Source: an optimization exercise on an open RTL-to-GDS flow (aim: small area and a short achievable clock period). Production flows keep margins and buffers that such runs may drop.
Function was checked by simulation only, so behaviour that the tests miss may differ from the original.
No driver is modelled on the clock port, so clock power and skew are understated where the tree is cut down; a real chip needs a root buffer or a tree.
Power is estimated from default activity; no workload was simulated.

## FIFO_DPRAM
module FIFO_DPRAM #(
   parameter      DATA_W      = 16,
   parameter      FIFO_DEPTH  = 64
)(
   input  wire    clk,
   input  wire    rst,
   input  wire    i_wr_en,
   input  wire    i_rd_en,
   output wire    o_empty,
   output wire    o_full,
   input  wire[DATA_W-1:0] i_data,
   output wire[DATA_W-1:0] o_data
);
For scale: ~3,300 cells after synthesis, roughly 1,100 flip-flops, roughly 38 I/O pins, roughly 41,000 um2 of cells after synthesis.
Settings: LEC_CHECK=0, CAP_MARGIN=20, CORE_MARGIN=2, CORE_UTILIZATION=65, SLEW_MARGIN=50, SYNTH_HIERARCHICAL=1, SYNTH_MINIMUM_KEEP_SIZE=0; clock period 8.0 ns.
standard.sh (not shown) runs the stock make flow with config.mk's settings and CLKGATE_MAP_FILE= SYNTH_SCRIPT=/design/flow/synth_recipe.tcl, a recipe that flattens the netlist after the stock synthesis.
==> flow/flow/run.sh <==
#!/bin/bash
# Layout flow: the standard ORFS flow (standard.sh), with a tighter
# setup-repair target and a two-level clock tree built by flow/cts.tcl in
# place of TritonCTS.
set -euo pipefail
bash standard.sh \
  SETUP_SLACK_MARGIN=5.45 \
  PRE_CTS_TCL="$PWD/flow/cts.tcl" \
  finish > orfs_flow.log 2>&1
Other scripts of this flow, unchanged in this note and not shown: flow/flow/cts.tcl
The starting point passed the timing, design-rule and antenna checks.
Change:
--- a/flow/design.v
+++ b/flow/design.v
@@ -1,35 +1,36 @@
 `timescale 1ns / 1ps
 module DualPortRAM #(
    parameter      DATA_W   = 16,
    parameter      LO_N     = 8,
    parameter      HI_N     = 8
 )(
    input  wire    clk,
+   input  wire    i_wr_en,
    input  wire    i_rd_en,
    input  wire[LO_N-1:0] i_wr_lo,
-   input  wire[HI_N-1:0] i_wr_row,
+   input  wire[HI_N-1:0] i_wr_hi,
    input  wire[LO_N-1:0] i_rd_lo,
    input  wire[HI_N-1:0] i_rd_row,
    input  wire[DATA_W-1:0] i_data,
    input  wire[DATA_W-1:0] i_byp_data,
    output wire[DATA_W-1:0] o_data
 );
 localparam MEM_SIZE = LO_N * HI_N;
 localparam NGRP = MEM_SIZE / 3;
 localparam NLEFT = MEM_SIZE - 3*NGRP;
 wire [DATA_W*MEM_SIZE-1:0] memory;
 wire [MEM_SIZE-1:0]        rd_sel;
 wire [DATA_W*(NGRP+1)-1:0] grp_n;
 genvar k, b;
 generate
    for (k = 0; k < MEM_SIZE; k = k + 1) begin : g_word
-      wire we = i_wr_row[k / LO_N] && i_wr_lo[k % LO_N];
+      wire we = i_wr_en && i_wr_hi[k / LO_N] && i_wr_lo[k % LO_N];
       MemWord #(.DATA_W(DATA_W)) u_word (
          .clk(clk),
          .i_we(we),
          .i_keep(!we),
          .i_data(i_data),
          .o_data(memory[k*DATA_W +: DATA_W])
       );
       assign rd_sel[k] = i_rd_row[k / LO_N] && i_rd_lo[k % LO_N];
    end
@@ -217,21 +218,18 @@
    output wire[DATA_W-1:0] o_data
 );
 localparam LO_N = 8;
 localparam HI_N = FIFO_DEPTH / LO_N;
 reg [LO_N-1:0] wr_lo;
 reg [HI_N-1:0] wr_hi;
 reg [LO_N-1:0] rd_lo;
 reg [HI_N-1:0] rd_hi;
 reg [HI_N-1:0] rd_row;
-reg [HI_N-1:0] wr_row;
-wire[LO_N-1:0] wr_lo_nxt;
-wire[HI_N-1:0] wr_hi_nxt;
 wire[LO_N-1:0] rd_lo_nxt;
 wire[HI_N-1:0] rd_hi_nxt;
 reg not_empty;
 reg full;
 reg[DATA_W-1:0] data_out;
 wire[DATA_W-1:0] ram_data;
 wire wr_acc;
 wire rd_acc;
 wire inc;
@@ -249,38 +247,36 @@
 endfunction
 function [HI_N-1:0] rot_hi(input [HI_N-1:0] v);
    rot_hi = {v[HI_N-2:0], v[HI_N-1]};
 endfunction
 assign one         = (|(wr_lo & rot_lo(rd_lo))) &&
                      (rd_lo[LO_N-1] ? |(wr_hi & rot_hi(rd_hi)) : |(wr_hi & rd_hi));
 assign almost_full = (|(rd_lo & rot_lo(wr_lo))) &&
                      (wr_lo[LO_N-1] ? |(rd_hi & rot_hi(wr_hi)) : |(rd_hi & wr_hi));
 assign not_empty_nxt = inc ? 1'b1 : dec ? !one : not_empty;
-assign wr_lo_nxt     = wr_acc ? rot_lo(wr_lo) : wr_lo;
-assign wr_hi_nxt     = (wr_acc && wr_lo[LO_N-1]) ? rot_hi(wr_hi) : wr_hi;
 assign rd_lo_nxt     = rd_acc ? rot_lo(rd_lo) : rd_lo;
 assign rd_hi_nxt     = (rd_acc && rd_lo[LO_N-1]) ? rot_hi(rd_hi) : rd_hi;
 assign full_nxt      = dec ? 1'b0 : inc ? almost_full : full;
 always @(posedge clk or negedge rst) begin
    if (!rst) begin
       wr_lo             <= {{(LO_N-1){1'b0}}, 1'b1};
       wr_hi             <= {{(HI_N-1){1'b0}}, 1'b1};
       rd_lo             <= {{(LO_N-1){1'b0}}, 1'b1};
       rd_hi             <= {{(HI_N-1){1'b0}}, 1'b1};
       rd_row            <= {HI_N{1'b0}};
-      wr_row            <= {{(HI_N-1){1'b0}}, 1'b1};
       not_empty         <= 1'b0;
       full              <= 1'b0;
    end
    else begin
-      wr_lo             <= wr_lo_nxt;
-      wr_hi             <= wr_hi_nxt;
-      wr_row            <= full_nxt ? {HI_N{1'b0}} : wr_hi_nxt;
+      if (wr_acc)
+         wr_lo          <= rot_lo(wr_lo);
+      if (wr_acc && wr_lo[LO_N-1])
+         wr_hi          <= rot_hi(wr_hi);
       rd_lo             <= rd_lo_nxt;
       rd_hi             <= rd_hi_nxt;
       rd_row            <= not_empty_nxt ? rd_hi_nxt : {HI_N{1'b0}};
       not_empty         <= not_empty_nxt;
       full              <= full_nxt;
    end
 end
 FlagReg FlagReg (
    .clk(clk),
@@ -294,21 +290,22 @@
    data_out <= ram_data;
 end
 assign o_data = data_out;
 DualPortRAM #(
    .DATA_W(DATA_W),
    .LO_N(LO_N),
    .HI_N(HI_N))
 DualPortRAM (
    .clk(clk),
+   .i_wr_en(!full),
    .i_rd_en(not_empty),
    .i_wr_lo(wr_lo),
-   .i_wr_row(wr_row),
+   .i_wr_hi(wr_hi),
    .i_rd_lo(rd_lo),
    .i_rd_row(rd_row),
    .i_data(i_data),
    .i_byp_data(i_data),
    .o_data(ram_data)
 );
 endmodule
 module FlagReg (
    input  wire    clk,
Global-route usage is higher by 0.71 points.
Die area is lower by about 0.6%.
Setup slack gets worse by 9.0 ps.
Power went down by about 1.1%.
Maximum frequency went down by about 0.34%.
No run of this note takes its clock network from TritonCTS; it comes from the design's own scripts or RTL.

what the ideal ports hide:
How much do the figures lean on ideal ports? The routed layouts below were timed once more, with nothing changed but the port constraints. Step 1 assumes that a clkbuf_16 drives the clock port and a buf_2 every other input. Step 2 moves the port delays by t, midway between the first and last clock arrival at a register: inputs arrive t later, outputs are due t later. That takes back most of the time a late clock gives input paths. Three values: ideal ports, drivers, drivers and shift; two values: the first two.
| run | t, ns | slack for setup (ns) | hold WS [ns] | slew at the worst register clock pin (ns) |
|---|---|---|---|---|
| the first run | 0.583 | 5.343 / 5.208 / 5.034 | 0.476 / 0.476 / 0.476 | 0.10 / 0.10 |
| the second run | 0.577 | 5.334 / 5.190 / 4.949 | 0.476 / 0.476 / 0.476 | 0.10 / 0.10 |
After both steps setup and hold are still met in every run listed. The setup slack of the second run, which loses most, moves by -0.144 ns with the drivers and by -0.385 ns with both steps.
